Source: an optimization exercise on an open RTL-to-GDS flow (aim: small area, a short achievable clock period and few clock cycles). Production flows keep margins and buffers that such runs may drop. Function was not checked in any run shown here: the RTL went through the layout flow alone.

==> flow/design.v (outline; a module is shown in full before it is edited, if it fits) <==
// module CONV: 2274 lines
// module CONV_fa: 4 lines
module  CONV(
            input		  clk,
            input		  reset,
            output		  busy,
            input		  ready,
            output [11:0] iaddr,
            input  [19:0] idata,
            output	 	  cwr,
            output [11:0] caddr_wr,
            output [19:0] cdata_wr,
            output	 	  crd,
            output [11:0] caddr_rd,
            input  [19:0] cdata_rd,
            output [ 2:0] csel
        );
  // ...
==> flow/flow/run.sh <==
#!/bin/bash
# Own layout flow: the standard flow (standard.sh, unchanged synthesis,
# floorplan, power grid and tap cells), with buf_2 cells as the port buffers
# instead of the delay buffer buffer_ports picks by default, and repair_timing
# aiming for 6.8 ns of setup slack.
# The full make/ORFS output goes to flow_standard.log in the work folder;
# ORFS also keeps a log per step under orfs/logs.
set -euo pipefail
bash standard.sh \
  "BUFFER_PORTS_ARGS=-buffer_cell sky130_fd_sc_hd__buf_2" \
  SETUP_SLACK_MARGIN=6.8 \
  finish > flow_standard.log 2>&1
==> flow/standard.sh <==
#!/bin/bash
# synth_recipe.tcl (not shown) runs the flow's synth.tcl, then flattens the netlist and writes it again
# the make line also repeats each setting of config.mk as NAME=value (left out here)
make -C /OpenROAD-flow-scripts/flow DESIGN_CONFIG=/design/flow/config.mk WORK_HOME=/design/flow/orfs CLKGATE_MAP_FILE= SYNTH_SCRIPT=/design/flow/synth_recipe.tcl "${@:-finish}"
==> flow/config.mk <==
export PLATFORM = sky130hd
export DESIGN_NAME = CONV
export DESIGN_NICKNAME = CONV
export VERILOG_FILES = /design/flow/design.v
export SDC_FILE = /design/flow/constraint.sdc
export NUM_CORES = 4
export LEC_CHECK = 0
export CAP_MARGIN = 20
export CORE_MARGIN = 2
export CORE_UTILIZATION = 40
export CTS_CLUSTER_DIAMETER = 100
export CTS_CLUSTER_SIZE = 25
export SLEW_MARGIN = 20
export SYNTH_HIERARCHICAL = 1
==> flow/constraint.sdc <==
create_clock -name core_clock -period 10.0 [get_ports {clk}]
set_input_delay 2.0000 -clock core_clock [delete_from_list [all_inputs] [get_ports {clk}]]
set_output_delay 2.0000 -clock core_clock [all_outputs]
set_load 0.01 [all_outputs]
==> qor.log, run 1 <==
INFO  global_routing grt_start_max_net_pins=40
INFO  final_layout   final.clkbuf_count=54
INFO  worst_hold_path hold_path.class=flop to flop
INFO  worst_hold_path hold_path_end=sr[317]
INFO  critical_path  worstPathArrival=3.92ns
INFO  worst_hold_path hold_path.startpoint=sr[297]
INFO  synth          synthesis.instances=2719
INFO  synth          synth_top_family_by_area=adder cells
INFO  final_layout   largest-register=sr
INFO  timing         final-setup-viol-count=0
INFO  floorplanning  fp.dieW=332um
INFO  cts            cts.htree.levels=2
INFO  final_layout   commonest_non_fill_non_tap_cell_in_the_layout=sky130_fd_sc_hd__fa_1
INFO  timing         finalCriticalPeriod=3.36ns
INFO  final_layout   drive_gt1_share=13.6%
INFO  synth          synth-edff-count=20
INFO  global_routing gr-usage-met1=30.6%
INFO  global_routing antenna_found_initial=3
INFO  route          detail-route-antenna-nets=0
INFO  run_status     run_status=finished clean
INFO  cts            clock_latency=0.70ns
INFO  synth          yosys-mux-area-fraction=0.634%
INFO  placed_design  placement.cell_area=45300um2
INFO  final_layout   multiInputGateArea=24100um2
INFO  placed_design  dpl.hpwl=97.4mm
INFO  timing         worst_slew_margin_relative_to_its_limit=36.2%
INFO  final_layout   comb.multi_input.count=1584
INFO  synth          seq_total_area_yosys=41.8%
INFO  synth          synth_compound_gate_area_share=2.63%
INFO  critical_path  critical_path_class=flop to flop
INFO  global_routing groute.layer.met3.usage=4.15%
INFO  critical_path  worst-path-stages=8
==> run 2, diff against run 1 <==
--- a/flow/design.v
+++ b/flow/design.v
@@ -2198,22 +2198,22 @@
 wire w2135, w2136;
 CONV_fa uw2135 (w1959, w2040, w2134, w2135, w2136);
 wire w2137 = ~w2041;
 wire w2138, w2139;
 CONV_fa uw2138 (w2042, w1961, w2137, w2138, w2139);
 wire w2140 = ~w2044;
 wire w2141, w2142;
 CONV_fa uw2141 (r1[241], w2043, w2140, w2141, w2142);
-wire [16:0] lowsum = {1'b0, {w2076, w2073, w2070, w2068, ~w2065, ~w2062, w2059, w2056, w2053, ~w2050, w2047, ~w2046, ~r1[4], r1[3], r1[1], ~r1[0]}} + {1'b0, {~w2078, w2075, w2072, w2069, w2067, ~w2064, ~w2061, w2058, w2055, w2052, ~w2049, ~r1[8], r1[5], 1'b0, ~r1[2], 1'b0}};
-reg [44:0] r2;
-always @(posedge clk) r2 <= {w2045, w2142, w2141, w2139, w2138, w2136, w2135, w2133, w2132, w2130, w2129, w2127, w2126, w2124, w2123, w2121, w2120, w2118, w2117, w2115, w2114, w2112, w2111, w2109, w2108, w2106, w2105, w2103, w2102, w2100, w2099, w2097, w2096, w2094, w2093, w2091, w2090, w2088, w2087, w2085, w2084, w2082, w2081, w2079, lowsum[16]};
-wire [37:0] suma = {~r2[43], r2[41], ~r2[39], r2[37], ~r2[35], ~r2[33], r2[31], r2[29], r2[27], ~r2[25], ~r2[23], r2[21], r2[19], r2[17], r2[15], ~r2[13], r2[11], r2[9], r2[7], r2[5], r2[3], ~r2[1], 1'b0, 1'b0, 1'b0, 1'b0, 1'b0, 1'b0, 1'b0, 1'b0, 1'b0, 1'b0, 1'b0, 1'b0, 1'b0, 1'b0, 1'b0, 1'b0};
-wire [37:0] sumb = {~r2[44], ~r2[42], r2[40], ~r2[38], r2[36], ~r2[34], ~r2[32], r2[30], r2[28], r2[26], ~r2[24], ~r2[22], r2[20], r2[18], r2[16], r2[14], ~r2[12], r2[10], r2[8], r2[6], r2[4], r2[2], 1'b0, 1'b0, 1'b0, 1'b0, 1'b0, 1'b0, 1'b0, 1'b0, 1'b0, 1'b0, 1'b0, 1'b0, 1'b0, 1'b0, 1'b0, 1'b0};
-wire [37:0] acc = {suma[37:16] + sumb[37:16] + r2[0], 16'd0};
+wire [12:0] lowsum = {1'b0, {~w2065, ~w2062, w2059, w2056, w2053, ~w2050, w2047, ~w2046, ~r1[4], r1[3], r1[1], ~r1[0]}} + {1'b0, {w2067, ~w2064, ~w2061, w2058, w2055, w2052, ~w2049, ~r1[8], r1[5], 1'b0, ~r1[2], 1'b0}};
+reg [52:0] r2;
+always @(posedge clk) r2 <= {w2045, w2142, w2141, w2139, w2138, w2136, w2135, w2133, w2132, w2130, w2129, w2127, w2126, w2124, w2123, w2121, w2120, w2118, w2117, w2115, w2114, w2112, w2111, w2109, w2108, w2106, w2105, w2103, w2102, w2100, w2099, w2097, w2096, w2094, w2093, w2091, w2090, w2088, w2087, w2085, w2084, w2082, w2081, w2079, w2078, w2076, w2075, w2073, w2072, w2070, w2069, w2068, lowsum[12]};
+wire [37:0] suma = {~r2[51], r2[49], ~r2[47], r2[45], ~r2[43], ~r2[41], r2[39], r2[37], r2[35], ~r2[33], ~r2[31], r2[29], r2[27], r2[25], r2[23], ~r2[21], r2[19], r2[17], r2[15], r2[13], r2[11], ~r2[9], r2[7], r2[5], r2[3], r2[1], 1'b0, 1'b0, 1'b0, 1'b0, 1'b0, 1'b0, 1'b0, 1'b0, 1'b0, 1'b0, 1'b0, 1'b0};
+wire [37:0] sumb = {~r2[52], ~r2[50], r2[48], ~r2[46], r2[44], ~r2[42], ~r2[40], r2[38], r2[36], r2[34], ~r2[32], ~r2[30], r2[28], r2[26], r2[24], r2[22], ~r2[20], r2[18], r2[16], r2[14], r2[12], r2[10], ~r2[8], r2[6], r2[4], r2[2], 1'b0, 1'b0, 1'b0, 1'b0, 1'b0, 1'b0, 1'b0, 1'b0, 1'b0, 1'b0, 1'b0, 1'b0};
+wire [37:0] acc = {suma[37:12] + sumb[37:12] + r2[0], 12'd0};
 wire [19:0] relu = acc[37] ? 20'd0 : acc[35:16];
 wire       wlow  = wq < 7'd2;
 wire [6:0] wq2   = wlow ? wq + 7'd65 : wq;
 wire [6:0] pt    = wq2 - 7'd3;
 wire [4:0] pi    = pt[5:1];        
 wire       ph    = pt[0];          
 wire [3:0] psx   = wlow ? ws - 4'd1 : ws;
 wire       pact  = wq != 7'd2 && !(ws == 4'd0 && wlow);
==> run 2 against run 1 <==
Still clean on timing, DRC and antenna. Utilization down 0.51 points. Cell count is 0.65% higher. Count of clock-buffer cells in the layout down 2. Clock skew is 0.021 ns lower. Cell area is 0.23% higher. Synthesized cell count increased by 1.6%. Highest routed layer unchanged.
==> qor.log, run 2 <==
INFO  final_layout   areaGrowthSynthToFinish=8.98%
INFO  final_layout   final_cell_mix=sky130_fd_sc_hd__fa_1 (988), sky130_fd_sc_hd__dfxtp_1 (796), sky130_fd_sc_hd__inv_1 (215)
INFO  timing         worst-slew-pin-transition=1.03ns
INFO  route          firstDrtPassIters=5
INFO  final_layout   drive_gt1_share=10.9% [-2.7 points]
INFO  route          route.vias.total=22.1k
INFO  synth          netlist.area_leader.share=45.4%
INFO  cts            cts-buffers-inserted=49
INFO  final_layout   final-instance-count-excl-fill=4331
INFO  synth          asyncSetResetFlopFracSynth=0.447%
INFO  floorplanning  floorplan.initialDensity=40.1%
INFO  synth          seq_total_area_yosys=41.7% [-0.088 points]
INFO  critical_path  worst_setup_path_end_kind=primary output
INFO  critical_path  critPathTopFamily=flip-flops
INFO  route          detail-route-antenna-nets=0 [unchanged]
INFO  global_routing grt_start_max_net_pins=50 [+25%]
INFO  synth          synthesis.area_per_instance=15.8um2
INFO  critical_path  worst-path-stages=1 [-7]
INFO  critical_path  r2r.worst_path.cells=4
INFO  global_routing global_route.overflow_total=0
INFO  timing         slew_limit_fails=0
INFO  placed_design  detailedPlace.worstSlack=6.58ns
INFO  cts            numClockSinks=895
INFO  timing         worst_slew_margin_relative_to_its_limit=31.3% [-5.0 points]
INFO  final_layout   postLayoutCoreUtil=43.8%
INFO  timing         hold_slack=0.294ns
INFO  cts            clk_pin_slew_worst_paths=0.09ns
INFO  cts            clock_latency=0.69ns [about the same]
INFO  synth          postSynthRegisterBits=895
INFO  timing         final_hold_vio_count=0
INFO  final_layout   max_ffs_per_register=460
INFO  synth          synth_compound_gate_area_share=3.54% [+0.92 points]
INFO  global_routing antenna_found_initial=5 [+2]
INFO  critical_path  critical_path_required=8.00ns
INFO  floorplanning  coreArea=108000um2
INFO  placed_design  gp_congestion=1.03
INFO  synth          synth-edff-count=20 [unchanged]
INFO  timing         setup_ws=6.78ns
INFO  final_layout   final_standard_cell_area_without_fillers=47400um2
INFO  critical_path  critical_path_peak_fanout=3
INFO  route          drt-wirelength-per-cell=28.0um
INFO  critical_path  critical_path_class=flop to primary output
INFO  route          detail_route.wirelength=121mm
INFO  critical_path  path_cells=buf_2
INFO  worst_hold_path hold_path.class=flop to flop
INFO  critical_path  startpoint_type=flop
INFO  synth          synth_xor_xnor_area_share=1.03%
INFO  timing         finalCriticalPeriod=3.22ns [-0.138 ns]
INFO  timing         grt_setup_unrepaired=true
INFO  floorplanning  dieArea=111000um2
INFO  timing         finClkSkew=0.0483ns
INFO  synth          synth-adder-area-share=48.1%
INFO  synth          syn-cell-area=43500um2
INFO  cts            clk_root_buffer_cell=sky130_fd_sc_hd__clkbuf_16
INFO  global_routing wire_length_of_the_first_global_routing_pass=172mm
INFO  timing         max_freq=310MHz
INFO  synth          ys_warn_count=7
INFO  job            cap_violations=0
INFO  floorplanning  fp.dieW=334um [+0.54%]
INFO  global_routing track_usage=22.2%
INFO  placed_design  portBuffers=102
INFO  final_layout   commonest_non_fill_non_tap_cell_in_the_layout=sky130_fd_sc_hd__fa_1
INFO  synth          synth_simple_gate_area_share=2.46%
INFO  synth          synth_top_family_by_area=adder cells
INFO  final_layout   largest-register=sr
INFO  synth          synth_common_cells=sky130_fd_sc_hd__fa_1 (988), sky130_fd_sc_hd__dfxtp_1 (871), sky130_fd_sc_hd__inv_1 (215), sky130_fd_sc_hd__ha_1 (94), sky130_fd_sc_hd__o21ai_0 (50)
INFO  worst_hold_path whs_path_depth=0
INFO  cts            cts-root-to-sink-buffers=3
INFO  timing         sum_neg_setup_slack=0ns
INFO  placed_design  post-place-cells=4250
INFO  critical_path  crit_path_top_delay_cell=sky130_fd_sc_hd__dfrtp_2
INFO  run_status     run_status=finished clean
INFO  critical_path  slowest_delay=0.42ns
INFO  timing         min_period_over_period=32.2%
INFO  placed_design  placement.cell_area=45600um2 [+0.84%]
INFO  synth          synth_area_leaders=sky130_fd_sc_hd__fa_1 (45%), sky130_fd_sc_hd__dfxtp_1 (40%), sky130_fd_sc_hd__ha_1 (2.7%)
INFO  timing         final-setup-viol-count=0 [unchanged]
INFO  synth          yosys-mux-area-fraction=0.566% [-0.067 points]
INFO  floorplanning  fp.dieH=334um
INFO  floorplanning  pin_count=105
INFO  synth          post-synth-top-count-cell=sky130_fd_sc_hd__fa_1
INFO  cts            cts.htree.levels=2 [unchanged]
INFO  critical_path  worstPathArrival=1.22ns [-2.70 ns]
INFO  final_layout   reg.largest.list=sr x460, r1 x241, r2 x53
INFO  final_layout   final_net_count=4021
INFO  route          remaining_design_rule_violation_count=0
INFO  route          drt_iter0_drc=2013
INFO  placed_design  dpl.hpwl=93.7mm [-3.8%]
INFO  floorplanning  floorplan.rows=121
INFO  synth          synth_cell_type_count=69
INFO  synth          synthesis.instances=2762 [+1.6%]
INFO  cts            tritoncts_clock_tree=done
INFO  synth          post-synth-top-area-cell=sky130_fd_sc_hd__fa_1
INFO  critical_path  cp.buffers_inverters=1
INFO  route          post_detailed_route_via_to_cell_ratio=5.10
INFO  global_routing number_of_global_route_vias_before_repair=23.7k
INFO  final_layout   n_antenna_cell=0
INFO  synth          ys.flop_type=sky130_fd_sc_hd__dfxtp_1
run 2: cell count changes after synthesis, moves of 15 or more:
cell,change
sky130_fd_sc_hd__a21bo_2,-15
sky130_fd_sc_hd__a21oi_1,+16
sky130_fd_sc_hd__a311oi_1,+17
sky130_fd_sc_hd__a31o_2,+17
sky130_fd_sc_hd__nor2_1,-30
sky130_fd_sc_hd__o21ai_0,-17
sky130_fd_sc_hd__o22ai_1,+17
run 2: path summary, 6_finish.rpt:
kind	startpoint	slack, ns	endpoint
setup / recovery	busy_r	6.78	busy
hold reg to reg	sr[327]	0.29	sr[347]
max in group asynchronous	reset	8.62	busy_r
min in group asynchronous	reset	1.20	cwr_r
setup reg to reg	sr[30]	6.82	r1[148]
hold / removal	sr[327]	0.29	sr[347]
run 2: timing repair:
item / 4_1_cts / 5_1_grt
gates cloned: 1 / 0
setup buffers: 8 / 0
pin swaps: 1 / 1
resized for setup: 56 / 33
endpoints found under the setup margin: 118 / 110
hold buffers: 0 / 0
run 2: logic make-up after synthesis:
kind of cell / count (synthesis)
simple gates: 208
xor+xnor: 51
compound gates: 229
buf+inv: 273
fa+ha+maj: 1082
mux: 22
other cells: 2
flops: 895
run 2: layout make-up:
| cell class | instances | area [um2] |
|---|---|---|
| Clock buffer | 52 | 1240 |
| Clock inverter | 20 | 309 |
| Fill cell | 9655 | 61000 |
| Inverter | 217 | 815 |
| Multi-Input combinational cell | 1615 | 24400 |
| Sequential cell | 895 | 18200 |
| Tap cell | 1414 | 1770 |
| Timing Repair Buffer | 118 | 671 |
run 2: modules after synthesis (local to each module, per instance):
module,copies in the design,area (um2),flip-flops and latches,cells inside
CONV_fa,987,20.0,0,1
CONV,1,23800,895,1775
run 2: layer usage:
layer	share of wire, %	track usage [%]	up-vias
met2	44	32.9	1189
met4	4.8	9.18	0
met3	9.9	6.87	247
met1	41	30.3	11700
li1	-	-	8919
met5	0	0	-

[afterwards: timing with drivers on the ports]
No port has a modelled driver above. Below, the same layouts with a new extraction and two added sets of constraints. Step 1 (the two cells are an assumption about what drives the block):
set clk [get_ports {clk}]
set_driving_cell -lib_cell sky130_fd_sc_hd__clkbuf_16 $clk
set_driving_cell -lib_cell sky130_fd_sc_hd__buf_2 [delete_from_list [all_inputs] $clk]
Step 2 also shifts input and output timing later by t, the mid clock arrival at the registers, as if the neighbouring blocks saw the same clock. Three values: ideal, step 1, step 2; two values: the first two.
run | shift t [ns] | setup slack, ns | hold WS [ns]
run 1 | 0.734 | 6.639 / 6.639 / 6.639 | 0.315 / 0.315 / 0.315
run 2 | 0.730 | 6.777 / 6.707 / 6.816 | 0.294 / 0.294 / 0.294
After both steps every run listed still meets setup and hold.
